Source: an optimization exercise on an open RTL-to-GDS flow (aim: small area, a short achievable clock period and few clock cycles per item). Production flows keep margins and buffers that such runs may drop.
In this exercise RTL edits were held to simulation tests only and were not proved equivalent to the original.
Power is estimated from default activity; no workload was simulated.

== JK ==
// vector_mul_simple
module vector_mul_simple (
    input  logic               clk_i,
    input  logic               rst_ni,
    input  logic               in_valid_i,
    input  logic signed [31:0] in_a_i,
    input  logic signed [31:0] in_b_i,
    output logic               out_valid_o,
    output logic signed [63:0] out_result_o
);
Size: about 2800 cells after synthesis, roughly 130 I/O pins, ~34000 sq um of cells after synthesis.
export LEC_CHECK = 0
export CAP_MARGIN = 20
export CORE_MARGIN = 2
export CORE_UTILIZATION = 55
export CTS_BUF_LIST = sky130_fd_sc_hd__clkbuf_16 sky130_fd_sc_hd__clkbuf_8
export CTS_CLUSTER_DIAMETER = 80
export CTS_CLUSTER_SIZE = 30
export SLEW_MARGIN = 20
export SYNTH_HIERARCHICAL = 1
export SYNTH_MINIMUM_KEEP_SIZE = 0
create_clock -name core_clock -period 8.0 [get_ports {clk_i}]
standard.sh (not shown) runs the stock make flow with config.mk's settings and CLKGATE_MAP_FILE= SYNTH_SCRIPT=/design/flow/synth_recipe.tcl, a recipe that flattens the netlist after the stock synthesis.
==> flow/flow/run.sh <==
#!/bin/bash
# Layout flow: the standard ORFS flow (standard.sh, unchanged synthesis), except that
#  - the buffers placed on the input and output ports are sky130_fd_sc_hd__buf_2 instead of the
#    resizer's default pick (clkdlybuf4s50_1, twice the area and slow),
#  - flow/downsize.tcl, run when the synthesized netlist is loaded into OpenROAD, starts the
#    a21oi cells that abc sized _2 at _1 (the resizer upsizes those that timing needs).
set -euo pipefail
export BUFFER_PORTS_ARGS="-buffer_cell sky130_fd_sc_hd__buf_2"
export SETUP_SLACK_MARGIN=5.3
export POST_SYNTH_TCL="$PWD/flow/downsize.tcl"
bash standard.sh > standard.log 2>&1
==> flow/flow/downsize.tcl <==
# Sourced by ORFS's synth_odb step (POST_SYNTH_TCL) with the synthesized netlist loaded:
# abc maps the prefix adder's AOI cells to a21oi_2; start them at a21oi_1 and let the
# resizer upsize the ones that timing needs.
set db [ord::get_db]
set small [$db findMaster sky130_fd_sc_hd__a21oi_1]
set n 0
foreach inst [[ord::get_db_block] getInsts] {
  if {[[$inst getMaster] getName] eq "sky130_fd_sc_hd__a21oi_2"} {
    $inst swapMaster $small
    incr n
  }
}
puts "downsize.tcl: a21oi_2 -> a21oi_1 on $n instances"
JK: flow completed, timing, DRC and antenna clean
Testbench counts of JK, summed over its fixed seeds: cycles 16,024, items 16,000.
The following lists how MS was set up differently from JK:
Settings: removing CTS_CLUSTER_SIZE (formerly 30); setting SETUP_SLACK_MARGIN to 5 for the first time; removing CTS_CLUSTER_DIAMETER (formerly 80); removing CTS_BUF_LIST (formerly sky130_fd_sc_hd__clkbuf_16 sky130_fd_sc_hd__clkbuf_8).
==> flow/flow/run.sh <==
#!/bin/bash
# Layout flow: the standard ORFS flow (standard.sh, unchanged synthesis), except that the
# buffers placed on the input and output ports are sky130_fd_sc_hd__buf_2 instead of the
# resizer's default pick (clkdlybuf4s50_1, which is twice the area and slow).
set -euo pipefail
export BUFFER_PORTS_ARGS="-buffer_cell sky130_fd_sc_hd__buf_2"
bash standard.sh > standard.log 2>&1
removed: flow/flow/downsize.tcl
Notes after the runs:
- Synthesized area for MS is higher than for JK.
- Final critical-path required period: JK and MS compared, higher one is MS
- Changes observed in MS relative to JK: number of buffers inserted by port buffering neither gained nor lost much; worst slew margin relative to its limit lost 0.26 points; via count picked up an extra 238; peak ir drop on the vdd network lost 14%; number of clock-tree buffers in the layout picked up an extra 52.
- The higher sum of routed wire segments on met1 came out of MS.
Relative to MS, the following input files were edited for AL:
Settings: removing SETUP_SLACK_MARGIN (formerly 5); setting CTS_CLUSTER_SIZE to 30 for the first time; setting CTS_CLUSTER_DIAMETER to 80 for the first time; setting CTS_BUF_LIST to sky130_fd_sc_hd__clkbuf_16 sky130_fd_sc_hd__clkbuf_8 for the first time.
==> flow/flow/run.sh <==
#!/bin/bash
# Layout flow: the standard ORFS flow (standard.sh, unchanged synthesis), except that
#  - the buffers placed on the input and output ports are sky130_fd_sc_hd__buf_2 instead of the
#    resizer's default pick (clkdlybuf4s50_1, twice the area and slow), and
set -euo pipefail
export BUFFER_PORTS_ARGS="-buffer_cell sky130_fd_sc_hd__buf_2"
export SETUP_SLACK_MARGIN=5.3
bash standard.sh > standard.log 2>&1
### Flow results
- Re max-capacitance violation count: no difference whatsoever between MS and AL.
- Going from MS to AL, synthesis-to-layout area growth shrinks by 2.1 points.
- NOTE: number of buffers created by CTS in AL falls short of that of MS
- For AL, the timing startpoint of the critical path was v4_q, unlike MS, where it was res_q[22].
- Against MS, AL comes in 0.35% lower on routed wire length.
- Per the comparison of AL with MS, maximum resistive drop on vdd fell 5.4%, area of the die about even.
Modified inputs, TR compared to AL
==> flow/flow/run.sh <==
#!/bin/bash
# Layout flow: the standard ORFS flow (standard.sh, unchanged synthesis), except that
#  - the buffers placed on the input and output ports are sky130_fd_sc_hd__buf_1 instead of the
#    resizer's default pick (clkdlybuf4s50_1, nearly three times the area and slow),
#  - flow/downsize.tcl, run when the synthesized netlist is loaded into OpenROAD, starts the
#    a21oi cells that abc sized _2 at _1 (the resizer upsizes those that timing needs).
set -euo pipefail
export BUFFER_PORTS_ARGS="-buffer_cell sky130_fd_sc_hd__buf_1"
export SETUP_SLACK_MARGIN=5.3
export POST_SYNTH_TCL="$PWD/flow/downsize.tcl"
bash standard.sh > standard.log 2>&1
==> flow/flow/downsize.tcl (new file) <==
# Sourced by ORFS's synth_odb step (POST_SYNTH_TCL) with the synthesized netlist loaded:
# abc maps the prefix adder's AOI cells to a21oi_2; start them at a21oi_1 and let the
# resizer upsize the ones that timing needs.
set db [ord::get_db]
set small [$db findMaster sky130_fd_sc_hd__a21oi_1]
set n 0
foreach inst [[ord::get_db_block] getInsts] {
  if {[[$inst getMaster] getName] eq "sky130_fd_sc_hd__a21oi_2"} {
    $inst swapMaster $small
    incr n
  }
}
puts "downsize.tcl: a21oi_2 -> a21oi_1 on $n instances"
[summary]
- TR: full flow OK, the timing, design-rule and antenna checks passed
- TR vs. AL: maximum level of the CTS H-tree grew by 1, fill cell instance count of the final layout moved up, via count of the first global-routing pass increased 224.
- Looking at final design area excluding fillers, TR sits 720 sq um lower than AL does.
- Power per cell area, TR and AL, lower one = AL.
- Diff TR and AL: number of placement rows higher in AL
- Re number of instances in the placed design: TR is 19 down on AL.
- Logic gate share of total power: TR < AL
- Comparing TR and AL, the higher area of the mapped netlist is on AL.
- On sequential cell area in the final layout, TR and AL are basically level.
- TR -> AL: count of input and output buffers delta 0, exact match
The inputs of PW differ from those of TR as listed below.
Settings: a deleted CTS_CLUSTER_SIZE that had been 30; a deleted CTS_BUF_LIST that had been sky130_fd_sc_hd__clkbuf_16 sky130_fd_sc_hd__clkbuf_8; a deleted CTS_CLUSTER_DIAMETER that had been 80.
==> flow/flow/run.sh <==
#!/bin/bash
# Layout flow: the standard ORFS flow (standard.sh, unchanged synthesis), except that the
# buffers placed on the input and output ports are sky130_fd_sc_hd__buf_2 instead of the
# resizer's default pick (clkdlybuf4s50_1, which is twice the area and slow).
set -euo pipefail
export BUFFER_PORTS_ARGS="-buffer_cell sky130_fd_sc_hd__buf_2"
bash standard.sh > standard.log 2>&1
removed: flow/flow/downsize.tcl
### Flow results
Startpoint-to-endpoint class of the critical path = reg -> out: TR; startpoint-to-endpoint class of the critical path = reg -> reg: PW. PW reports its cell with the biggest individual delay on the critical path as o21ai_1 while TR reports dfrtp_1. Number of non-clock buffers in the layout ends up lower on TR. Going from TR to PW, sum of routed wire length over all layers shrinks by 1.0%. Compared with TR, in PW mean number of vias per cell lost 1.7%; cell count +about 2%; worst relative slew slack decreased by 1.9 points relative to the old numbers. Summary of PW over TR: mean instance size in the synthesized netlist now sits higher, worst hold slack dropped 0.014 ns, switching share of power went down 2.1 points, setup slack shows a reduction of 0.23 ns, die height +1.5 um.

Another version of the RTL of vector_mul_simple (not shown whole).
Size: ~310 flip-flops, about 130 I/O pins.
export LEC_CHECK = 0
export CAP_MARGIN = 20
export CORE_MARGIN = 2
export CORE_UTILIZATION = 40
export SETUP_SLACK_MARGIN = 4.5
export SLEW_MARGIN = 20
export SYNTH_HIERARCHICAL = 1
export SYNTH_MINIMUM_KEEP_SIZE = 0
create_clock -name core_clock -period 8.0 [get_ports {clk_i}]
==> flow/flow/run.sh <==
#!/bin/bash
# Layout flow: the standard ORFS flow (standard.sh, unchanged synthesis), except that the
# buffers placed on the input and output ports are sky130_fd_sc_hd__buf_2 instead of the
# resizer's default pick (clkdlybuf4s50_1, which is twice the area and slow).
set -euo pipefail
export BUFFER_PORTS_ARGS="-buffer_cell sky130_fd_sc_hd__buf_2"
bash standard.sh > standard.log 2>&1
The starting point produced a clean layout.
Testbench counts at the start, summed over its fixed seeds: cycles 16,016, items 16,000.
Edit:
- CORE_UTILIZATION: 40 -> 55
What happened: The new run finished with timing, DRC and antenna clean; routed wire length drops by about 0.44%; die area came out lower by 27%; cell count goes down by 7.4%; synthesized area is unchanged; cell area is lower by about 1.6%; via count decreases by about 0.5%; non-clock buffer count shrinks by 4; clock power went down by about 6%; hold slack barely changes; sequential share of layout area grows by 0.34 points; core utilization rises by 15 points.
Edit:
==> flow/run.sh (new file) <==
#!/bin/bash
# synth_recipe.tcl (not shown) runs the flow's synth.tcl, then flattens the netlist and writes it again
# the make line also repeats each setting of config.mk as NAME=value (left out here)
make -C /OpenROAD-flow-scripts/flow DESIGN_CONFIG=/design/flow/config.mk WORK_HOME=/design/flow/orfs CLKGATE_MAP_FILE= SYNTH_SCRIPT=/design/flow/synth_recipe.tcl finish
- CORE_UTILIZATION: 55 -> 40
- CTS_BUF_LIST: default -> sky130_fd_sc_hd__clkbuf_8
- CTS_CLUSTER_SIZE: default -> 30
- SETUP_SLACK_MARGIN: 4.5 -> 4.8
removed: flow/flow/run.sh
removed: flow/standard.sh
The changed run completed with no timing, DRC or antenna violations. Wire length goes up by a little under a tenth. Area after synthesis stays the same. Worst hold slack barely changes. Final area goes up by roughly a tenth. Non-clock buffer count goes up by 62. Final cell count goes up by roughly a tenth. Total power goes up by roughly a tenth.

[separate check: timing with driven ports]
Ports are ideal in the flow. The routed layouts listed here were re-timed in OpenROAD. Step 1, drivers: a clkbuf_16 drives clk_i and a buf_2 each remaining input, both assumed. Step 2 moves the port delays by t, midway between the first and last clock arrival at a register: inputs arrive t later, outputs are due t later. That takes back most of the time a late clock gives input paths. Three values: ideal, step 1, step 2; two values: the first two.
| run | t, ns | setup slack, ns | worst hold slack (ns) | latest minus earliest clock arrival (ns) |
|---|---|---|---|---|
| JK | 0.647 | 5.322 / 5.260 / 5.334 | 0.339 / 0.339 / 0.339 | 0.034 / 0.034 |
| MS | 0.697 | 5.200 / 5.135 / 5.242 | 0.322 / 0.322 / 0.322 | 0.031 / 0.032 |
| AL | 0.715 | 5.215 / 5.152 / 5.377 | 0.323 / 0.323 / 0.323 | 0.038 / 0.038 |
| TR | 0.648 | 5.314 / 5.249 / 5.324 | 0.337 / 0.337 / 0.337 | 0.032 / 0.032 |
| PW | 0.699 | 5.088 / 5.088 / 5.088 | 0.323 / 0.323 / 0.323 | 0.034 / 0.034 |
| the first run of note 2 | 0.633 | 4.524 / 4.524 / 4.524 | 0.351 / 0.351 / 0.351 | 0.022 / 0.022 |
| the second run of note 2 | 0.627 | 4.552 / 4.552 / 4.552 | 0.348 / 0.348 / 0.348 | 0.024 / 0.024 |
| the third run of note 2 | 0.746 | 4.717 / 4.717 / 4.717 | 0.349 / 0.349 / 0.349 | 0.052 / 0.053 |
After both steps every run listed still meets setup and hold.
